This design comes from an exercise in tuning for small area on the open sky130 flow, not from production work.
RTL that was checked went through simulation tests only; none was proved equivalent to the original.
The clock port is modelled as an ideal driver, which makes a skipped or thinned clock tree look cheaper than it is; a real chip needs a root buffer or a tree.
No activity file was given, so power comes from the tool's default toggle rates.

== alpha ==
==> module bit_scaler, before the edit <==
module bit_scaler(
d,
y
);
input      [7:0]d;
output    [16:0]y;
wire      [15:0]hsel = 16'd1 << d[7:4];
wire      [15:0]lsel = 16'd1 << d[3:0];
wire      [20:0]a;
wire      [20:0]b;
assign a[0] = |(hsel & 16'h5754);
assign a[1] = |(hsel & 16'hA586);
assign a[2] = |(hsel & 16'h50AC);
assign a[3] = |(hsel & 16'hCC62);
assign a[4] = |(hsel & 16'h96B4);
assign a[5] = |(hsel & 16'hE738);
assign a[6] = |(hsel & 16'h07C0);
assign a[7] = |(hsel & 16'h52AA);
assign a[8] = |(hsel & 16'h64CC);
assign a[9] = |(hsel & 16'h78F0);
assign a[10] = |(hsel & 16'hD5AA);
assign a[11] = |(hsel & 16'hCC66);
assign a[12] = |(hsel & 16'h96B4);
assign a[13] = |(hsel & 16'h4D92);
assign a[14] = |(hsel & 16'h6924);
assign a[15] = |(hsel & 16'h2492);
assign a[16] = |(hsel & 16'h4924);
assign a[17] = |(hsel & 16'h8E38);
assign a[18] = |(hsel & 16'h0FC0);
assign a[19] = |(hsel & 16'hF000);
assign a[20] = |(hsel & 16'h0000);
assign b[0] = |(lsel & 16'h1E70);
assign b[1] = |(lsel & 16'h9AC2);
assign b[2] = |(lsel & 16'hE2FC);
assign b[3] = |(lsel & 16'h57AA);
assign b[4] = |(lsel & 16'h64CC);
assign b[5] = |(lsel & 16'h78F0);
assign b[6] = |(lsel & 16'h2A55);
assign b[7] = |(lsel & 16'hE633);
assign b[8] = |(lsel & 16'hB4A5);
assign b[9] = |(lsel & 16'h6D93);
assign b[10] = |(lsel & 16'h4925);
assign b[11] = |(lsel & 16'h2493);
assign b[12] = |(lsel & 16'hB6DA);
assign b[13] = |(lsel & 16'hC71C);
assign b[14] = |(lsel & 16'h07E0);
assign b[15] = |(lsel & 16'hF800);
assign b[16] = |(lsel & 16'hFFFF);
assign b[17] = |(lsel & 16'h0000);
assign b[18] = |(lsel & 16'hFFFF);
assign b[19] = |(lsel & 16'hFFFF);
assign b[20] = |(lsel & 16'h0000);
wire      [21:0]c;
wire      [20:0]s;
assign c[0] = 1'b0;
genvar i;
generate for (i = 0; i < 21; i = i + 1) begin : rc
  assign s[i]   = a[i] ^ b[i] ^ c[i];
  assign c[i+1] = (a[i] & b[i]) | (c[i] & (a[i] ^ b[i]));
end endgenerate
assign y = s[20:4];
endmodule
clock: 25.0 ns
lec_check: 0
cap_margin: 20
core_margin: 2
core_utilization: 40
slew_margin: 20
standard.sh (not shown) runs the stock make flow with config.mk's settings and CLKGATE_MAP_FILE= SYNTH_SCRIPT=/design/flow/synth_recipe.tcl, a recipe that flattens the netlist after the stock synthesis.
==> flow/flow/run.sh <==
#!/bin/bash
# Layout flow: the standard synthesis, then the combinational logic of its
# netlist is mapped again for area (the registers are kept as they are), then
# the standard ORFS flow from floorplan to finish.
set -euo pipefail
WORK=$(pwd)
FLOW=$WORK/flow
R=$WORK/orfs/results/$FLOW_PLATFORM/servo_driver/base

bash standard.sh synth > $WORK/std_synth.log 2>&1

cp $R/1_2_yosys.v $WORK/std_netlist.v
bash $FLOW/resynth.sh $WORK/std_netlist.v $WORK/resynth.v > $WORK/resynth.log 2>&1

cp $WORK/resynth.v $R/1_2_yosys.v
touch $R/1_2_yosys.v $R/1_2_yosys.sdc
rm -f $R/1_synth.odb $R/1_synth.sdc

bash standard.sh \
  "BUFFER_PORTS_ARGS=-buffer_cell sky130_fd_sc_hd__buf_1" \
  "PRE_CTS_TCL=$FLOW/clock_leaves.tcl" \
  finish > $WORK/std_finish.log 2>&1
Other scripts of this flow, unchanged in this note and not shown: flow/flow/abc_p1_a.script, flow/flow/abc_p1_b.script, flow/flow/abc_p1_ds1.script, flow/flow/abc_p1_ds2.script, flow/flow/abc_p1_ds3.script, flow/flow/abc_p1_ds4.script, flow/flow/abc_p2_ds5.script, flow/flow/abc_p2_ds6.script, flow/flow/abc_p2_ds7.script, flow/flow/abc_p2_ds8.script, flow/flow/abc_p3_ds10.script, flow/flow/abc_p3_ds11.script, flow/flow/abc_p3_ds12.script, flow/flow/abc_p3_ds9.script, flow/flow/clock_leaves.tcl, flow/flow/resynth.sh
## Diff of input files: beta against alpha
diff --git a/flow/design.v b/flow/design.v
--- a/flow/design.v
+++ b/flow/design.v
@@ -5,50 +5,8 @@
 input      [7:0]d;
 output    [16:0]y;
-wire      [15:0]hsel = 16'd1 << d[7:4];
-wire      [15:0]lsel = 16'd1 << d[3:0];
-wire      [20:0]a;
-wire      [20:0]b;
-assign a[0] = |(hsel & 16'h5754);
-assign a[1] = |(hsel & 16'hA586);
-assign a[2] = |(hsel & 16'h50AC);
-assign a[3] = |(hsel & 16'hCC62);
-assign a[4] = |(hsel & 16'h96B4);
-assign a[5] = |(hsel & 16'hE738);
-assign a[6] = |(hsel & 16'h07C0);
-assign a[7] = |(hsel & 16'h52AA);
-assign a[8] = |(hsel & 16'h64CC);
-assign a[9] = |(hsel & 16'h78F0);
-assign a[10] = |(hsel & 16'hD5AA);
-assign a[11] = |(hsel & 16'hCC66);
-assign a[12] = |(hsel & 16'h96B4);
-assign a[13] = |(hsel & 16'h4D92);
-assign a[14] = |(hsel & 16'h6924);
-assign a[15] = |(hsel & 16'h2492);
-assign a[16] = |(hsel & 16'h4924);
-assign a[17] = |(hsel & 16'h8E38);
-assign a[18] = |(hsel & 16'h0FC0);
-assign a[19] = |(hsel & 16'hF000);
-assign a[20] = |(hsel & 16'h0000);
-assign b[0] = |(lsel & 16'h1E70);
-assign b[1] = |(lsel & 16'h9AC2);
-assign b[2] = |(lsel & 16'hE2FC);
-assign b[3] = |(lsel & 16'h57AA);
-assign b[4] = |(lsel & 16'h64CC);
-assign b[5] = |(lsel & 16'h78F0);
-assign b[6] = |(lsel & 16'h2A55);
-assign b[7] = |(lsel & 16'hE633);
-assign b[8] = |(lsel & 16'hB4A5);
-assign b[9] = |(lsel & 16'h6D93);
-assign b[10] = |(lsel & 16'h4925);
-assign b[11] = |(lsel & 16'h2493);
-assign b[12] = |(lsel & 16'hB6DA);
-assign b[13] = |(lsel & 16'hC71C);
-assign b[14] = |(lsel & 16'h07E0);
-assign b[15] = |(lsel & 16'hF800);
-assign b[16] = |(lsel & 16'hFFFF);
-assign b[17] = |(lsel & 16'h0000);
-assign b[18] = |(lsel & 16'hFFFF);
-assign b[19] = |(lsel & 16'hFFFF);
-assign b[20] = |(lsel & 16'h0000);
+wire     [335:0]ta = {21'd662586, 21'd618413, 21'd574242, 21'd530069, 21'd485896, 21'd441723, 21'd397553, 21'd353379, 21'd309206, 21'd265033, 21'd220860, 21'd176689, 21'd132516, 21'd88343, 21'd44170, 21'd0};
+wire     [335:0]tb = {21'd897414, 21'd894652, 21'd891892, 21'd889131, 21'd886371, 21'd883609, 21'd880847, 21'd878088, 21'd875326, 21'd872567, 21'd869805, 21'd867045, 21'd864284, 21'd861524, 21'd858762, 21'd856000};
+wire      [20:0]a = ta[d[7:4]*21 +: 21];
+wire      [20:0]b = tb[d[3:0]*21 +: 21];
 wire      [21:0]c;
 wire      [20:0]s;
--- outcome ---
- When beta is set beside alpha, its overall power consumption turns out to be 36% smaller.
- Any difference in final setup violation count between alpha and beta is small enough to ignore.
- Cell count in beta is 3 below alpha.
- [compare] base=alpha new=beta: mean instance size in the synthesized netlist grew by 0.058 sq um; first-pass detailed-route iteration total increased by 1 relative to the old numbers; register-to-register path setup slack up 0.02 ns.
- Against alpha, synthesized netlist net count in beta fell slightly.
- The core utilization on alpha is in line with that on beta.
- The run showing the greater average via count per standard cell is beta.
- On data required time at the worst endpoint, alpha and beta are neck and neck.
No run of this note included a check of the RTL's function; only the layout flow was run. In every run of this note, the design's own scripts or RTL, not TritonCTS, make the clock network.


Setup of rev 12:
servo_driver, a different RTL version from the one above (not shown whole).
For scale: roughly 2700 µm² of cells after synthesis.
==> module pwm_signal, before the edit <==
module pwm_signal(
clk,
rst,
position,
load,
pwm_out,
low_byte
);
input           clk;
input           rst;
input      [7:0]position;
input           load;
output reg      pwm_out;
output     [7:0]low_byte;        
localparam [20:0] FRAME_LAST = 21'h10C8DF;  
reg        [7:0]pos;             
reg       [20:0]_time;           
wire      [21:0]_time_next = _time + 1'b1;
wire      [16:0]pulse_length;
wire            wrap = &(_time | ~FRAME_LAST);
bit_scaler bs(.d(pos), .y(pulse_length));
assign low_byte = pulse_length[7:0];
always @(posedge clk) begin
  if (rst)       pos <= 8'd0;
  else if (load) pos <= position;
end
always @(posedge clk) begin
  if (rst || wrap) _time <= 21'd0;
  else             _time <= _time_next[20:0];
end
always @(posedge clk) begin
  if (rst)                                pwm_out <= 1'b0;
  else if (wrap)                          pwm_out <= 1'b1;
  else if (_time_next >= pulse_length)    pwm_out <= 1'b0;
end
endmodule
==> module servo_driver, before the edit <==
module servo_driver(
clk,
rst,
pulse_request,
pwm_out,
rdy_in,
akn_in_out,
addr,
tap
);
input           clk;
input           rst;             
input      [7:0]pulse_request;
input           rdy_in;
input      [7:0]addr;
output          pwm_out;
output          akn_in_out;
output     [7:0]tap;
parameter LOCAL_ADDR = 8'H1;
localparam WAIT = 2'd0, SEND_DATA = 2'd1, SEND_AKN = 2'd2;
reg        [1:0]state;           
reg        [2:0]seq;             
reg        [7:0]data;            
assign akn_in_out = (state == SEND_AKN);
always @(posedge clk) begin
  if (rst) begin
    state <= WAIT;
    seq   <= 3'd0;
  end else begin
    case (state)
      WAIT:      if (rdy_in && (addr == LOCAL_ADDR)) state <= SEND_DATA;
      SEND_DATA: if (seq == 3'd1) state <= SEND_AKN;
      default:   if (~rdy_in) state <= WAIT;
    endcase
    if (seq == 3'd0) begin
      if (state == SEND_DATA) seq <= 3'd1;
    end else if (seq == 3'd6) begin
      seq <= 3'd0;
    end else begin
      seq <= seq + 3'd1;
    end
  end
end
wire       [7:0]low_byte;
always @(posedge clk) begin
  if (seq == 3'd0)      data <= pulse_request;
  else if (seq == 3'd5) data <= low_byte;
end
pwm_signal PWM1(
  .clk(clk),
  .rst(rst),
  .position(data),
  .load(seq == 3'd5),
  .pwm_out(pwm_out),
  .low_byte(low_byte)
);
assign tap = (seq == 3'd6) ? data : low_byte;
endmodule
clock: 25.0 ns
lec_check: 0
cap_margin: 20
core_margin: 2
core_utilization: 40
slew_margin: 20
==> flow/flow/run.sh <==
#!/bin/bash
# Layout flow: the standard synthesis, then the combinational logic of its
# netlist is mapped again for area (the registers are kept as they are), then
# the standard ORFS flow from floorplan to finish.
set -euo pipefail
WORK=$(pwd)
FLOW=$WORK/flow
R=$WORK/orfs/results/$FLOW_PLATFORM/servo_driver/base

bash standard.sh synth > $WORK/std_synth.log 2>&1

cp $R/1_2_yosys.v $WORK/std_netlist.v
bash $FLOW/resynth.sh $WORK/std_netlist.v $WORK/resynth.v > $WORK/resynth.log 2>&1

cp $WORK/resynth.v $R/1_2_yosys.v
touch $R/1_2_yosys.v $R/1_2_yosys.sdc
rm -f $R/1_synth.odb $R/1_synth.sdc

bash standard.sh \
  "BUFFER_PORTS_ARGS=-buffer_cell sky130_fd_sc_hd__buf_1" \
  "CTS_ARGS=$(cat $FLOW/cts_args.txt)" \
  finish > $WORK/std_finish.log 2>&1
Other scripts of this flow, unchanged in this note and not shown: flow/flow/abc_1.script, flow/flow/abc_2.script, flow/flow/abc_ds1.script, flow/flow/abc_ds2.script, flow/flow/abc_ds3.script, flow/flow/abc_ds4.script, flow/flow/cts_args.txt, flow/flow/resynth.sh
Rev 12 | stages: all done | timing, DRC, antenna: all pass
Edits applied to the flow inputs when going from rev 12 to rev 13:
--- a/flow/design.v
+++ b/flow/design.v
@@ -23,27 +23,31 @@
 rst,
 position,
 load,
 pwm_out,
-low_byte
+tap
 );
 input           clk;
 input           rst;
 input      [7:0]position;
 input           load;
 output reg      pwm_out;
-output     [7:0]low_byte;        
+output reg [7:0]tap;
 localparam [20:0] FRAME_LAST = 21'h10C8DF;  
 reg        [7:0]pos;             
 reg       [20:0]_time;           
 wire      [21:0]_time_next = _time + 1'b1;
 wire      [16:0]pulse_length;
 wire            wrap = &(_time | ~FRAME_LAST);
 bit_scaler bs(.d(pos), .y(pulse_length));
-assign low_byte = pulse_length[7:0];
 always @(posedge clk) begin
-  if (rst)       pos <= 8'd0;
-  else if (load) pos <= position;
+  if (rst) begin
+    pos <= 8'd0;
+    tap <= 8'hFC;
+  end else begin
+    if (load) pos <= position;
+    tap <= pulse_length[7:0];
+  end
 end
 always @(posedge clk) begin
   if (rst || wrap) _time <= 21'd0;
   else             _time <= _time_next[20:0];
@@ -72,43 +76,44 @@
 output          pwm_out;
 output          akn_in_out;
 output     [7:0]tap;
 parameter LOCAL_ADDR = 8'H1;
-localparam WAIT = 2'd0, SEND_DATA = 2'd1, SEND_AKN = 2'd2;
-reg        [1:0]state;           
+reg             send_data;       
+reg             send_akn;        
 reg        [2:0]seq;             
 reg        [7:0]data;            
-assign akn_in_out = (state == SEND_AKN);
+wire            idle  = ~seq[2] & ~seq[0];
+wire            save  = ~seq[1] &  seq[0];
+wire            send2 =  seq[1] & ~seq[0];
+wire            step  = idle ? send_data : (save ? send_akn : 1'b1);
+assign akn_in_out = send_akn;
 always @(posedge clk) begin
   if (rst) begin
-    state <= WAIT;
-    seq   <= 3'd0;
+    send_data <= 1'b0;
+    send_akn  <= 1'b0;
+    seq       <= 3'b000;
   end else begin
-    case (state)
-      WAIT:      if (rdy_in && (addr == LOCAL_ADDR)) state <= SEND_DATA;
-      SEND_DATA: if (seq == 3'd1) state <= SEND_AKN;
-      default:   if (~rdy_in) state <= WAIT;
-    endcase
-    if (seq == 3'd0) begin
-      if (state == SEND_DATA) seq <= 3'd1;
-    end else if (seq == 3'd6) begin
-      seq <= 3'd0;
-    end else begin
-      seq <= seq + 3'd1;
+    if (send_data) begin
+      if (save) begin
+        send_data <= 1'b0;
+        send_akn  <= 1'b1;
+      end
+    end else if (send_akn) begin
+      if (~rdy_in) send_akn <= 1'b0;
+    end else if (rdy_in && (addr == LOCAL_ADDR)) begin
+      send_data <= 1'b1;
     end
+    if (step) seq <= {seq[1:0], ~seq[2]};
   end
 end
-wire       [7:0]low_byte;
 always @(posedge clk) begin
-  if (seq == 3'd0)      data <= pulse_request;
-  else if (seq == 3'd5) data <= low_byte;
+  if (idle) data <= pulse_request;
 end
 pwm_signal PWM1(
   .clk(clk),
   .rst(rst),
   .position(data),
-  .load(seq == 3'd5),
+  .load(send2),
   .pwm_out(pwm_out),
-  .low_byte(low_byte)
+  .tap(tap)
 );
-assign tap = (seq == 3'd6) ? data : low_byte;
 endmodule
--- outcome ---
- Rev 13 completed; timing, DRC and antenna clean
- A critical path class of flop to output pin is what rev 12 shows, while flop to flop belongs to rev 13.
- Capturing element of the worst setup path = tap[7]: rev 12; capturing element of the worst setup path = PWM1.pwm_out: rev 13
- Summary of rev 13 over rev 12: total length of routed met3 wires moved down; overall power consumption moved up; cell count after synthesis moved down.
- There was hardly any difference in proportion of cell area spent on the clock network between rev 12 and rev 13.
- Min critical path depth across rev 13 and rev 12: rev 12
- Relative to rev 12, hold slack decreased by 0.021 ns in rev 13.
- Looking at die span in x across rev 13 and rev 12, the one that comes out lower is rev 12.
- Slowest stage cell on the critical path: sky130_fd_sc_hd__o21ai_0 -> rev 13, sky130_fd_sc_hd__dfxtp_1 -> rev 12
No functional check of the RTL was part of any run of this note.


Another version of the RTL of servo_driver (not shown whole).
For scale: about 400 cells after synthesis, roughly 29 I/O pins, about 2600 um^2 of cells after synthesis.
==> module servo_driver, before the edit <==
module servo_driver(
clk,
rst,
pulse_request,
pwm_out,
rdy_in,
akn_in_out,
addr,
tap
);
input           clk;
input           rst;             
input      [7:0]pulse_request;
input           rdy_in;
input      [7:0]addr;
output          pwm_out;
output          akn_in_out;
output     [7:0]tap;
parameter LOCAL_ADDR = 8'H1;
reg             send_data;       
reg             send_akn;        
reg        [2:0]seq;             
reg        [7:0]data;            
wire            idle  = ~seq[2] & ~seq[0];
wire            save  = ~seq[1] &  seq[0];
wire            send2 =  seq[1] & ~seq[0];
wire            send3 =  seq[2] & ~seq[1];
wire            step  = idle ? send_data : (save ? send_akn : 1'b1);
assign akn_in_out = send_akn;
always @(posedge clk) begin
  if (rst) begin
    send_data <= 1'b0;
    send_akn  <= 1'b0;
    seq       <= 3'b000;
  end else begin
    if (send_data) begin
      if (save) begin
        send_data <= 1'b0;
        send_akn  <= 1'b1;
      end
    end else if (send_akn) begin
      if (~rdy_in) send_akn <= 1'b0;
    end else if (rdy_in && (addr == LOCAL_ADDR)) begin
      send_data <= 1'b1;
    end
    if (step) seq <= {seq[1:0], ~seq[2]};
  end
end
wire       [7:0]low_byte;
always @(posedge clk) begin
  if (idle)       data <= pulse_request;
  else if (send2) data <= low_byte;
end
pwm_signal PWM1(
  .clk(clk),
  .rst(rst),
  .position(data),
  .load(send2),
  .pwm_out(pwm_out),
  .low_byte(low_byte)
);
assign tap = send3 ? data : low_byte;
endmodule
==> flow/config.mk <==
export PLATFORM = sky130hd
export DESIGN_NAME = servo_driver
export DESIGN_NICKNAME = servo_driver
export VERILOG_FILES = /design/flow/design.v
export SDC_FILE = /design/flow/constraint.sdc
export NUM_CORES = 4
export LEC_CHECK = 0
export CAP_MARGIN = 20
export CORE_MARGIN = 2
export CORE_UTILIZATION = 40
export SLEW_MARGIN = 20
==> flow/constraint.sdc <==
create_clock -name core_clock -period 25.0 [get_ports {clk}]
set_input_delay 5.0000 -clock core_clock [delete_from_list [all_inputs] [get_ports {clk}]]
set_output_delay 5.0000 -clock core_clock [all_outputs]
set_load 0.01 [all_outputs]
==> flow/flow/run.sh <==
#!/bin/bash
# Layout flow: the standard synthesis, then the combinational logic of its
# netlist is mapped again for area (the registers are kept as they are), then
# the standard ORFS flow from floorplan to finish.
set -euo pipefail
WORK=$(pwd)
FLOW=$WORK/flow
R=$WORK/orfs/results/$FLOW_PLATFORM/servo_driver/base

bash standard.sh synth > $WORK/std_synth.log 2>&1

cp $R/1_2_yosys.v $WORK/std_netlist.v
bash $FLOW/resynth.sh $WORK/std_netlist.v $WORK/resynth.v > $WORK/resynth.log 2>&1

cp $WORK/resynth.v $R/1_2_yosys.v
touch $R/1_2_yosys.v $R/1_2_yosys.sdc
rm -f $R/1_synth.odb $R/1_synth.sdc

bash standard.sh \
  "BUFFER_PORTS_ARGS=-buffer_cell sky130_fd_sc_hd__buf_1" \
  "PRE_CTS_TCL=$FLOW/clock_leaves.tcl" \
  finish > $WORK/std_finish.log 2>&1
Other scripts of this flow, unchanged in this note and not shown: flow/flow/abc_p1_a.script, flow/flow/abc_p1_b.script, flow/flow/abc_p1_ds1.script, flow/flow/abc_p1_ds2.script, flow/flow/abc_p1_ds3.script, flow/flow/abc_p1_ds4.script, flow/flow/abc_p2_ds5.script, flow/flow/abc_p2_ds6.script, flow/flow/abc_p2_ds7.script, flow/flow/abc_p2_ds8.script, flow/flow/abc_p3_ds10.script, flow/flow/abc_p3_ds11.script, flow/flow/abc_p3_ds12.script, flow/flow/abc_p3_ds9.script, flow/flow/clock_leaves.tcl, flow/flow/resynth.sh
Edit:
--- a/flow/design.v
+++ b/flow/design.v
@@ -75,9 +75,9 @@
 parameter LOCAL_ADDR = 8'H1;
 reg             send_data;       
 reg             send_akn;        
 reg        [2:0]seq;             
-reg        [7:0]data;            
+reg        [7:0]data_n;          
 wire            idle  = ~seq[2] & ~seq[0];
 wire            save  = ~seq[1] &  seq[0];
 wire            send2 =  seq[1] & ~seq[0];
 wire            send3 =  seq[2] & ~seq[1];
@@ -103,17 +103,17 @@
   end
 end
 wire       [7:0]low_byte;
 always @(posedge clk) begin
-  if (idle)       data <= pulse_request;
-  else if (send2) data <= low_byte;
+  if (idle)       data_n <= ~pulse_request;
+  else if (send2) data_n <= ~low_byte;
 end
 pwm_signal PWM1(
   .clk(clk),
   .rst(rst),
-  .position(data),
+  .position(~data_n),
   .load(send2),
   .pwm_out(pwm_out),
   .low_byte(low_byte)
 );
-assign tap = send3 ? data : low_byte;
+assign tap = send3 ? ~data_n : low_byte;
 endmodule
Outcome:
- combinational power went down by 92%
- routed wire length went up by 2.0%
- final cell count went down by about 2.8%
- worst setup slack gets better by 340 ps
- die area went down by about 1.5%
- global-route usage stays flat
- sequential share of layout area went up by 0.65 points
- first-iteration DRC count went down by 13%
- register-to-register slack gets better by 450 ps
- total power went down by about 43%
- cell area went down by about 2%
- via count went up by 1.4%
In every run of this note, the design's own scripts or RTL, not TritonCTS, make the clock network.

[what the ideal ports hide]
In the flow no input, the clock included, has a driving cell. The finished layouts below were timed again as built, in two steps.
Step 1 (the two cells are an assumption about what drives the block):
set clk [get_ports {clk}]
set_driving_cell -lib_cell sky130_fd_sc_hd__clkbuf_16 $clk
set_driving_cell -lib_cell sky130_fd_sc_hd__buf_2 [delete_from_list [all_inputs] $clk]
Step 2 times the ports against the registers' clock, not the clock port: input delays grow and output delays shrink by t, the midpoint of the rising clock arrivals with the driver on.
Three values: no drivers, after step 1, after step 2; two values: the first two.
run | t (ns) | slack for setup (ns) | worst register clock-pin slew, ns | worst slew at a driven data input, ns | pins driven straight from the clock port
alpha | 0.197 | 15.247 / 15.194 / 15.390 | 0.12 / 0.12 | 0.03 | 4
beta | 0.197 | 15.430 / 15.382 / 15.579 | 0.09 / 0.09 | 0.04 | 3
rev 12 | 0.319 | 14.495 / 14.466 / 14.785 | 0.08 / 0.08 | 0.03 | 1
rev 13 | 0.326 | 18.456 / 18.456 / 18.456 | 0.10 / 0.10 | 0.03 | 1
the first run of note 3 | 0.198 | 15.481 / 15.426 / 15.624 | 0.11 / 0.11 | 0.04 | 4
the second run of note 3 | 0.202 | 15.823 / 15.776 / 15.977 | 0.11 / 0.11 | 0.03 | 3
After both steps every run listed still meets setup and hold.
